What follows belongs to an exercise in optimizing a design on an open flow for small area; a production flow would make more cautious choices. In this exercise RTL edits were held to simulation tests only and were not proved equivalent to the original. The clock port is modelled as an ideal driver, which makes a skipped or thinned clock tree look cheaper than it is; a real chip needs a root buffer or a tree. Power is estimated from default activity; no workload was simulated.

## v14
==> flow/design.v <==
`timescale 1ns / 1ps
module synchronizer #(
    parameter WIDTH = 1
    ) (
    input wire clk,
    input wire [WIDTH-1:0] asynclk,
    output reg [WIDTH-1:0] syn_clk
    );
    reg [WIDTH-1:0] sync1;
always @(posedge clk)
begin
    sync1 <= asynclk;
    syn_clk <= sync1;
end
endmodule
`timescale 1ns / 1ps
module odd_detector(
    input wire clk,
    input wire reset,
    input wire [7:0] integers,
    input wire [7:0] N,
    input wire latch_in,
    output wire [7:0] out_value,
    output wire ready
    );
    wire sync_latch_in;
    wire [7:0] sync_integers;
    wire [7:0] sync_N;
    synchronizer #(.WIDTH(17)) in_sync(
        .clk(clk),
        .asynclk({latch_in, N, integers}),
        .syn_clk({sync_latch_in, sync_N, sync_integers}));
    reg latch_d_reg;         
    reg [7:0] left_reg;      
    reg [7:0] xor_reg;       
    wire latch_edge = sync_latch_in & ~latch_d_reg;
    wire idle = (left_reg == 8'd0);
    wire first = idle & latch_edge;      
    wire [7:0] left_cur = left_reg | (sync_N & {8{first}});
    wire [7:0] left_next = left_cur - {7'd0, latch_edge};
    wire [7:0] xor_next = (xor_reg & ~{8{first}}) ^ (sync_integers & {8{latch_edge}});
    assign out_value = xor_next;
    assign ready = latch_edge & (left_cur == 8'd1);
    always @(posedge clk) begin
        latch_d_reg <= sync_latch_in;
        xor_reg <= xor_next;
    end
    always @(posedge clk, posedge reset) begin
        if (reset)
            left_reg <= 8'd0;
        else
            left_reg <= left_next;
    end
endmodule
Settings: LEC_CHECK=0, CAP_MARGIN=20, CORE_MARGIN=2, CORE_UTILIZATION=30, SLEW_MARGIN=40; clock period 10.0 ns.
standard.sh (not shown) runs the stock make flow with config.mk's settings and CLKGATE_MAP_FILE= SYNTH_SCRIPT=/design/flow/synth_recipe.tcl, a recipe that flattens the netlist after the stock synthesis.
==> flow/flow/run.sh <==
#!/bin/bash
# The standard layout (standard.sh) with these changes:
# - synthesis: ABC maps the logic with the area script in area.abc, and Yosys
#   does not extract half/full adders first (ADDER_MAP_FILE empty); the
#   flip-flops are mapped before either step, so they keep the standard
#   synthesis's cells and names;
# - every port gets the smallest buffer, sky130_fd_sc_hd__buf_1;
# - clock_tree.tcl builds the clock tree: the clock port drives four clock
#   buffers, one per group of nearby flip-flops.
# ORFS writes each step's full log to orfs/logs/; make's output goes to standard.log.
set -euo pipefail
work=$PWD
flow=$work/flow
export AREA_ABC_SCRIPT=$flow/area.abc
export FLOW_SYNTH_TCL=$work/synth_recipe.tcl
export BUFFER_PORTS_ARGS="-buffer_cell sky130_fd_sc_hd__buf_1"
export PRE_CTS_TCL=$flow/clock_tree.tcl
export CLOCK_PORT_NAME=clk
export CLOCK_BUFFER_CELL=sky130_fd_sc_hd__clkbuf_4
sed -e "s#SYNTH_SCRIPT=[^ ]*#SYNTH_SCRIPT=$flow/synth.tcl ADDER_MAP_FILE=#" standard.sh > run_standard.sh
grep -q "SYNTH_SCRIPT=$flow/synth.tcl ADDER_MAP_FILE=" run_standard.sh
bash run_standard.sh > standard.log 2>&1
==> flow/flow/clock_tree.tcl <==
# Sourced by ORFS's cts.tcl before clock_tree_synthesis (PRE_CTS_TCL). Builds a
# one-level clock tree by hand: the flip-flops are split into four groups of
# nearly equal size by position (halves by x, then each half by y), and the
# clock port drives one clock buffer per group, placed at the group's centre.
# clock_tree_synthesis then has nothing left to do and is skipped.
set block [ord::get_db_block]
set clk_net [$block findNet $::env(CLOCK_PORT_NAME)]
set master [[ord::get_db] findMaster $::env(CLOCK_BUFFER_CELL)]

set sinks {}
foreach iterm [$clk_net getITerms] {
  set loc [[$iterm getInst] getLocation]
  lappend sinks [list [lindex $loc 0] [lindex $loc 1] $iterm]
}

proc halves { items key } {
  set items [lsort -integer -index $key $items]
  set mid [expr {([llength $items] + 1) / 2}]
  return [list [lrange $items 0 [expr {$mid - 1}]] [lrange $items $mid end]]
}

set groups {}
foreach half [halves $sinks 0] {
  foreach quarter [halves $half 1] { lappend groups $quarter }
}

set k 0
foreach group $groups {
  set buf [odb::dbInst_create $block $master clkbuf_leaf_$k]
  set net [odb::dbNet_create $block clknet_leaf_$k]
  $net setSigType CLOCK
  set sx 0
  set sy 0
  foreach sink $group {
    set sx [expr {$sx + [lindex $sink 0]}]
    set sy [expr {$sy + [lindex $sink 1]}]
    set iterm [lindex $sink 2]
    $iterm disconnect
    $iterm connect $net
  }
  [$buf findITerm A] connect $clk_net
  [$buf findITerm X] connect $net
  set n [llength $group]
  $buf setLocation [expr {$sx / $n}] [expr {$sy / $n}]
  $buf setPlacementStatus PLACED
  puts "clock tree: $::env(CLOCK_BUFFER_CELL) clkbuf_leaf_$k drives $n clock pins"
  incr k
}

proc clock_tree_synthesis { args } {
  puts "clock_tree_synthesis skipped: the clock tree is already built"
}
Other scripts of this flow, unchanged in this note and not shown: flow/flow/area.abc, flow/flow/synth.tcl
Every stage of the flow completed for v14, and the final layout passed the timing, DRC and antenna checks.
--- input diff v14..v49 ---
- putting PLACE_DENSITY at 0.9 where nothing was set
-- flow/flow/run.sh --
<<< v14, line 19
>>> v49, line 19
export IO_CONSTRAINTS=$flow/io.tcl
-- flow/flow/clock_tree.tcl --
<<< v14, line 53
>>> v49, line 53

# Estimate each group's clock slew from the placement and print it
set_propagated_clock [all_clocks]
estimate_parasitics -placement
foreach iterm [[$block findNet $::env(CLOCK_PORT_NAME)] getITerms] {
  set inst [$iterm getInst]
  set pin [get_pins [$inst getName]/X]
  puts "clock tree estimate: [$inst getName] [[$inst getMaster] getName] slew [get_property $pin slew_max_rise] [get_property $pin slew_max_fall]"
}
unset_propagated_clock [all_clocks]
==> flow/flow/io.tcl (new file) <==
# Keep every port together on the middle of one edge, so that the logic, and
# with it the flip-flops each clock buffer drives, is placed close together.
set_io_pin_constraint -region bottom:20-55 -pin_names [get_object_name [all_inputs]]
set_io_pin_constraint -region bottom:20-55 -pin_names [get_object_name [all_outputs]]
[summary]
v49 never completed; the flow aborted with a tool error in floorplan (2_1_floorplan).
From v49 to v14, post-synthesis sequential element count did not move at all.
Between v14 and v49, the number of standard cells after synthesis does not differ in any meaningful way.
Per the comparison of v49 with v14, standard-cell row count shows no meaningful change; part of the Yosys area used for sequential elements level; share of the synthesized area in compound gates (AO/OA/AOI/OAI) roughly the same.
Delta (v49 minus v14): y dimension of the die shows no meaningful change, starting utilization of the core area shows no meaningful change, number of distinct library cells after synthesis shows no meaningful change.
v14 -> v49: number of enable flip-flop cells after synthesis delta 0, exact match
v49 -> v14: post-synthesis instance area delta 0, exact match
## Diff of input files: v50 against v49
- PLACE_DENSITY no longer set, was 0.9
-- flow/flow/run.sh --
<<< v49, line 8
# - clock_tree.tcl builds the clock tree: the clock port drives four clock
#   buffers, one per group of nearby flip-flops.
# ORFS writes each step's full log to orfs/logs/; make's output goes to standard.log.
>>> v50, line 8
<<< v49, line 19
export IO_CONSTRAINTS=$flow/io.tcl
>>> v50, line 16
<<< v49, line 21
>>> v50, line 17
export CLOCK_BUFFER_BIG_CELL=sky130_fd_sc_hd__clkbuf_8
export CLOCK_SLEW_TARGET_NS=0.112
-- flow/flow/clock_tree.tcl --
<<< v49, line 54
# Estimate each group's clock slew from the placement and print it
>>> v50, line 54
<<< v49, line 56
estimate_parasitics -placement
>>> v50, line 55
<<< v49, line 60
  puts "clock tree estimate: [$inst getName] [[$inst getMaster] getName] slew [get_property $pin slew_max_rise] [get_property $pin slew_max_fall]"
>>> v50, line 58
  estimate_parasitics -placement
  set slew [get_property $pin slew_max_rise]
  puts "clock tree estimate: [$inst getName] [[$inst getMaster] getName] slew $slew"
  if { $slew > $::env(CLOCK_SLEW_TARGET_NS) } {
    $inst swapMaster [[ord::get_db] findMaster $::env(CLOCK_BUFFER_BIG_CELL)]
    estimate_parasitics -placement
    puts "clock tree estimate: [$inst getName] [[$inst getMaster] getName] slew [get_property $pin slew_max_rise]"
  }
removed: flow/flow/io.tcl
--- outcome ---
Having completed the whole flow, v50 delivered a layout that passed the timing, DRC and antenna checks. Per the comparison of v50 with v49, mean instance size in the synthesized netlist barely changed; synthesis-stage register bit count barely changed; synthesized-area fraction occupied by and/or/nand/nor cells barely changed; number of enable-type register cells in the synthesized netlist barely changed; number of rows created at floorplan barely changed.
Changes in v20 relative to v50:
-- flow/flow/run.sh --
<<< v50, line 16
export CLOCK_BUFFER_CELL=sky130_fd_sc_hd__clkbuf_4
export CLOCK_BUFFER_BIG_CELL=sky130_fd_sc_hd__clkbuf_8
>>> v20, line 16
export CLOCK_BUFFER_CELL=sky130_fd_sc_hd__buf_4
export CLOCK_BUFFER_BIG_CELL=sky130_fd_sc_hd__buf_6
- On fraction of power consumed by combinational cells, the higher figure sits with v20, not v50.
- According to the power report, total power for v20 is lower than for v50.
- Re number of well taps: no difference whatsoever between v20 and v50.
- Of v20 and v50, v50 shows the higher net switching power, with v20 below it.
- Routed via count divided by cell count: lower on v20
Relative to v20, the following input files were edited for v58:
-- flow/flow/run.sh --
<<< v20, line 8
>>> v58, line 8
# - clock_tree.tcl builds the clock tree: the clock port drives four clock
#   buffers, one per group of nearby flip-flops.
# ORFS writes each step's full log to orfs/logs/; make's output goes to standard.log.
<<< v20, line 16
export CLOCK_BUFFER_CELL=sky130_fd_sc_hd__buf_4
export CLOCK_BUFFER_BIG_CELL=sky130_fd_sc_hd__buf_6
export CLOCK_SLEW_TARGET_NS=0.112
>>> v58, line 19
export IO_CONSTRAINTS=$flow/io.tcl
export CLOCK_BUFFER_CELL=sky130_fd_sc_hd__clkbuf_4
-- flow/flow/clock_tree.tcl --
<<< v20, line 54
>>> v58, line 54
# Estimate each group's clock slew from the placement and print it
<<< v20, line 55
>>> v58, line 56
estimate_parasitics -placement
<<< v20, line 58
  estimate_parasitics -placement
  set slew [get_property $pin slew_max_rise]
  puts "clock tree estimate: [$inst getName] [[$inst getMaster] getName] slew $slew"
  if { $slew > $::env(CLOCK_SLEW_TARGET_NS) } {
    $inst swapMaster [[ord::get_db] findMaster $::env(CLOCK_BUFFER_BIG_CELL)]
    estimate_parasitics -placement
    puts "clock tree estimate: [$inst getName] [[$inst getMaster] getName] slew [get_property $pin slew_max_rise]"
  }
>>> v58, line 60
  puts "clock tree estimate: [$inst getName] [[$inst getMaster] getName] slew [get_property $pin slew_max_rise] [get_property $pin slew_max_fall]"
==> flow/flow/io.tcl (new file) <==
# Keep every port together on the middle of one edge, so that the logic, and
# with it the flip-flops each clock buffer drives, is placed close together.
set_io_pin_constraint -region bottom:20-55 -pin_names [get_object_name [all_inputs]]
set_io_pin_constraint -region bottom:20-55 -pin_names [get_object_name [all_outputs]]
Notes after the runs:
v58 -> v20: die width delta 0, exact match
v58 got as far as floorplan (2_1_floorplan), where a tool error ended the run.
Comparing v20 against v58, there is no change at all in post-synthesis cell type count.
As far as post-synthesis sequential element count goes, v58 and v20 are indistinguishable; the numbers are identical.
Delta (v58 minus v20): post-synthesis net count barely changed, number of flops mapped to enable cells by yosys barely changed.
In v14, v50 and v20 the design's own scripts or RTL, not TritonCTS, make the clock network.

-- port drivers added, routing unchanged --
Ports are ideal in the flow. The routed layouts listed here were re-timed in OpenROAD. Step 1 assumes that a clkbuf_16 drives the clock port and a buf_2 every other input. Step 2 moves the port delays by t, midway between the first and last clock arrival at a register: inputs arrive t later, outputs are due t later. That takes back most of the time a late clock gives input paths. Slacks: ideal / step 1 / step 2; pairs: ideal / step 1.
| run | t, ns | setup slack, ns | worst setup path at the end | worst register clock-pin slew, ns | worst data-port slew with drivers (ns) |
|---|---|---|---|---|---|
| v14 | 0.213 | 5.905 / 5.865 / 6.078 | register to output | 0.12 / 0.12 | 0.03 |
| v50 | 0.187 | 5.958 / 5.908 / 6.095 | register to output | 0.08 / 0.08 | 0.03 |
| v20 | 0.173 | 5.957 / 5.909 / 6.082 | register to output | 0.10 / 0.10 | 0.03 |
After both steps every run listed still meets setup and hold.
